Background: an optimization exercise with open tools, aiming at small area, a short achievable clock period and few clock cycles. Do not read the settings as production practice.
RTL that was checked went through simulation tests only; none was proved equivalent to the original.
Power and IR drop assume default switching activity.

== run A ==
==> module huffman, before the edit <==
module huffman(clk, reset, sram_a, sram_d, sram_wen, sram_q, finish);
input            clk;
input            reset;
output     [9:0] sram_a;
output     [7:0] sram_d;
output reg       sram_wen;
input      [7:0] sram_q;
output reg       finish;
reg [7:0] a;           
reg [6:0] X;           
reg       rd, lf, wr;  
reg       s1, s2, sf;  
reg [2:0] k;           
reg       hm;          
reg [6:0] cnt [0:5];
reg [4:0] R   [0:5];
reg [5:0] Q   [0:5];
assign sram_a = {2'b00, a};
assign sram_d = {1'b0, X};
integer s, j;
function lt7(input [6:0] x, input [6:0] y);
    reg [6:0] l, g;
    reg l10, g10, l32, g32, l54, g54, l30, g30, l64, g64;
    begin
        l = ~x & y;
        g = x & ~y;
        l10 = l[1] | (~g[1] & l[0]);  g10 = g[1] | (~l[1] & g[0]);
        l32 = l[3] | (~g[3] & l[2]);  g32 = g[3] | (~l[3] & g[2]);
        l54 = l[5] | (~g[5] & l[4]);  g54 = g[5] | (~l[5] & g[4]);
        l30 = l32 | (~g32 & l10);     g30 = g32 | (~l32 & g10);
        l64 = l[6] | (~g[6] & l54);   g64 = g[6] | (~l[6] & g54);
        lt7 = l64 | (~g64 & l30);
    end
endfunction
reg [6:0] n_cnt [0:5];
reg [5:0] lt, in, nw;
reg [4:0] T;
reg [6:0] selA, selB, selL;
reg [5:0] selQ, W;
reg [4:0] Mo, Ho;
reg [6:0] nX;
always @(*) begin
    for (s = 0; s < 6; s = s + 1) begin
        n_cnt[s] = cnt[s] + {6'd0, rd && a != 8'd0 && sram_q[2:0] == s + 1};
        lt[s] = lt7(cnt[s], X);
        in[s] = (rd || lf) ? s < k : !R[s][3];
        nw[s] = (rd || lf) ? s == k : R[s][3];
    end
    for (j = 0; j < 5; j = j + 1) begin
        T[j] = 1'b0;
        for (s = 0; s < 6; s = s + 1)
            if (in[s] && lt[s] && (j == 0 || R[s][j - 1])) T[j] = 1'b1;
    end
    selA = 7'd0; selB = 7'd0; selL = 7'd0; selQ = 6'd0;
    for (s = 0; s < 6; s = s + 1) begin
        if (!R[s][0]) selB = selB | cnt[s];
        if (R[s][0] && !R[s][1]) selA = selA | cnt[s];
        if (k == (s + 5) % 6) selL = selL | cnt[s];
        if (k == s) selQ = selQ | Q[s];
    end
    W = sf ? {Q[0][4:0], !R[0][0]} : selQ;
    for (j = 0; j < 5; j = j + 1) begin
        Mo[j] = |(W >> (j + 1));
        Ho[j] = 1'b0;
        for (s = j + 1; s < 6; s = s + 1)
            if (W[s] && !(|(W >> (s + 1))) && W[s - 1 - j]) Ho[j] = 1'b1;
    end
    if (rd) nX = n_cnt[1];
    else if (lf) nX = selL;
    else if (s1) nX = selA + selB;
    else nX = {2'd0, (wr && hm) ? Mo : Ho};
end
always @(posedge clk) begin
    X <= nX;
    sram_wen <= reset || (rd && a != 8'd100) || s1 || s2;
    finish <= !reset && wr && a == 8'd145;
    for (s = 0; s < 6; s = s + 1) begin
        if (reset) cnt[s] <= 7'd0;
        else if (s2 && R[s][3]) cnt[s] <= X;
        else cnt[s] <= n_cnt[s];
        if (reset) Q[s] <= 6'd1;
        else if (s2 && R[s][3]) Q[s] <= {Q[s][4:0], R[s][4]};
        else if (sf) Q[s] <= {Q[s][4:0], !R[s][0]};
        if (s1) begin
            if (!R[s][1]) R[s] <= {!R[s][0], 4'b1111};
            else R[s] <= {2'b00, R[s][4:2]};
        end else begin
            if (nw[s]) R[s] <= T;
            else if (!lt[s]) R[s] <= {R[s][3:0], 1'b1};
        end
    end
    if (reset) begin
        a <= 8'd0;
        {rd, lf, wr, s1, s2, sf} <= 6'b100000;
        k <= 3'd0;
    end else begin
        s2 <= s1;
        sf <= s2 && k == 3'd3;
        s1 <= (lf && k == 3'd5) || (s2 && k != 3'd3);
        if (rd) begin
            if (a == 8'd100) begin
                rd <= 1'b0;
                lf <= 1'b1;
                k <= 3'd1;
                a <= 8'd129;
            end else begin
                a <= a + 8'd1;
            end
        end
        if (lf) begin
            if (k == 3'd5) begin
                lf <= 1'b0;
                k <= 3'd0;
                a <= 8'd128;
            end else begin
                k <= k + 3'd1;
                a <= a + 8'd1;
            end
        end
        if (s1 || s2) a <= 8'd134;
        if (s2) k <= k + 3'd1;
        if (sf) begin
            wr <= 1'b1;
            k <= 3'd1;
            hm <= 1'b0;
            a <= 8'd134;
        end
        if (wr) begin
            a <= a + 8'd1;
            if (k == 3'd5) begin
                k <= 3'd0;
                hm <= 1'b1;
            end else begin
                k <= k + 3'd1;
            end
        end
    end
end
endmodule
==> flow/config.mk <==
export PLATFORM = sky130hd
export DESIGN_NAME = huffman
export DESIGN_NICKNAME = huffman
export VERILOG_FILES = /design/flow/design.v
export SDC_FILE = /design/flow/constraint.sdc
export NUM_CORES = 4
export LEC_CHECK = 0
export CAP_MARGIN = 20
export CORE_MARGIN = 2
export CORE_UTILIZATION = 30
export CTS_BUF_LIST = sky130_fd_sc_hd__clkbuf_4 sky130_fd_sc_hd__clkbuf_8
export CTS_CLUSTER_SIZE = 30
export SETUP_SLACK_MARGIN = 4.3
export SLEW_MARGIN = 20
==> flow/constraint.sdc <==
create_clock -name core_clock -period 7.0 [get_ports {clk}]
set_input_delay 1.4000 -clock core_clock [delete_from_list [all_inputs] [get_ports {clk}]]
set_output_delay 1.4000 -clock core_clock [all_outputs]
set_load 0.01 [all_outputs]
standard.sh (not shown) runs the stock make flow with config.mk's settings and CLKGATE_MAP_FILE= SYNTH_SCRIPT=/design/flow/synth_recipe.tcl, a recipe that flattens the netlist after the stock synthesis.
==> flow/flow/run.sh <==
#!/bin/bash
# Own layout flow: the standard synthesis, then the combinational logic
# re-mapped by ABC with its default (area-recovering) script, keeping every
# register instance of the standard synthesis as it is; then the standard
# layout from floorplan to finish on the re-mapped netlist, with every input
# and output port buffered by a plain buffer (sky130_fd_sc_hd__buf_2) rather
# than the delay cell buffer_ports picks by default.
set -euo pipefail
W=$(pwd)
YOSYS=${FLOW_HOME}/../tools/install/yosys/bin/yosys
R=$W/orfs/results/${FLOW_PLATFORM}/huffman/base

bash standard.sh synth > $W/flow_synth.log 2>&1
cp $R/1_2_yosys.v $W/std_synth.v
cd $W
$YOSYS -s $W/flow/remap.ys > $W/flow_remap.log 2>&1
python3 $W/flow/fixports.py $W/remapped0.v $W/remapped.v > $W/flow_fixports.log 2>&1
cp $W/remapped.v $R/1_2_yosys.v
rm -f $R/1_synth.odb
BUFFER_PORTS_ARGS='-buffer_cell sky130_fd_sc_hd__buf_2' bash standard.sh finish > $W/flow_finish.log 2>&1
Other scripts of this flow, unchanged in this note and not shown: flow/flow/fixports.py, flow/flow/remap.ys
The inputs of run B differ from those of run A as listed below.
--- a/flow/design.v
+++ b/flow/design.v
@@ -32,6 +32,17 @@
         lt7 = l64 | (~g64 & l30);
     end
 endfunction
+function [6:0] inc7(input [6:0] x, input e);
+    integer i;
+    reg p;
+    begin
+        p = 1'b1;
+        for (i = 0; i < 7; i = i + 1) begin
+            inc7[i] = x[i] ^ (e & p);
+            p = p & x[i];
+        end
+    end
+endfunction
 reg [6:0] n_cnt [0:5];
 reg [5:0] lt, in, nw;
 reg [4:0] T;
@@ -41,7 +52,7 @@
 reg [6:0] nX;
 always @(*) begin
     for (s = 0; s < 6; s = s + 1) begin
-        n_cnt[s] = cnt[s] + {6'd0, rd && a != 8'd0 && sram_q[2:0] == s + 1};
+        n_cnt[s] = inc7(cnt[s], rd && a != 8'd0 && sram_q[2:0] == s + 1);
         lt[s] = lt7(cnt[s], X);
         in[s] = (rd || lf) ? s < k : !R[s][3];
         nw[s] = (rd || lf) ? s == k : R[s][3];
@@ -86,7 +97,7 @@
             else R[s] <= {2'b00, R[s][4:2]};
         end else begin
             if (nw[s]) R[s] <= T;
-            else if (!lt[s]) R[s] <= {R[s][3:0], 1'b1};
+            else R[s] <= R[s] | ({R[s][3:0], 1'b1} & {5{!lt[s]}});
         end
     end
     if (reset) begin
--- outcome ---
For the fraction of area in non-clock buffers, run B came in 2.3 points lower than run A did.
In the floorplan summary, run B is listed with a die area less than that of run A.
Higher global-route usage was reported by run A, not run B.
On starting density of the core, run B and run A are basically level.
Going from run A to run B, register-to-register slack now larger, part of the power in the clock network now smaller, synthesized instance count now smaller, routed wire length now smaller.
In run B, the register share of the cell area came out 1.7 points below the value in run A.
Run A reports its leading cell type in the layout, fill and taps excluded as sky130_fd_sc_hd__nand2_1 while run B reports sky130_fd_sc_hd__dfxtp_1.
Looking at final-stage net count across run B and run A, the one that comes out higher is run A.
Delta (run B minus run A): number of flip-flops and latches ~0 delta, post-route minimum period -0.11 ns.
Testbench counts of run B, summed over its fixed seeds: cycles 8,192.
For run A, only the layout was checked, not whether the RTL still works.

-- what the ideal ports hide --
The flow's constraints put no driver on any port. The routed layouts listed below were extracted and timed again, unchanged, in two steps. Step 1 (the two cells are an assumption about what drives the block):
set clk [get_ports {clk}]
set_driving_cell -lib_cell sky130_fd_sc_hd__clkbuf_16 $clk
set_driving_cell -lib_cell sky130_fd_sc_hd__buf_2 [delete_from_list [all_inputs] $clk]
Step 2 moves the port delays by t, midway between the first and last clock arrival at a register: inputs arrive t later, outputs are due t later. That takes back most of the time a late clock gives input paths. a / b / c = ideal ports / drivers / drivers and shift; a / b = the first two.
run | t (ns) | setup slack, ns | hold WS [ns] | worst slew at a driven data input, ns | pins driven straight from the clock port
run A | 0.518 | 4.082 / 4.082 / 3.924 | 0.504 / 0.504 / 0.504 | 0.03 | 1
run B | 0.508 | 4.196 / 4.184 / 3.922 | 0.501 / 0.501 / 0.501 | 0.03 | 1
After both steps every run listed still meets setup and hold. The setup slack of run B, which loses most, moves by -0.012 ns with the drivers and by -0.274 ns with both steps.
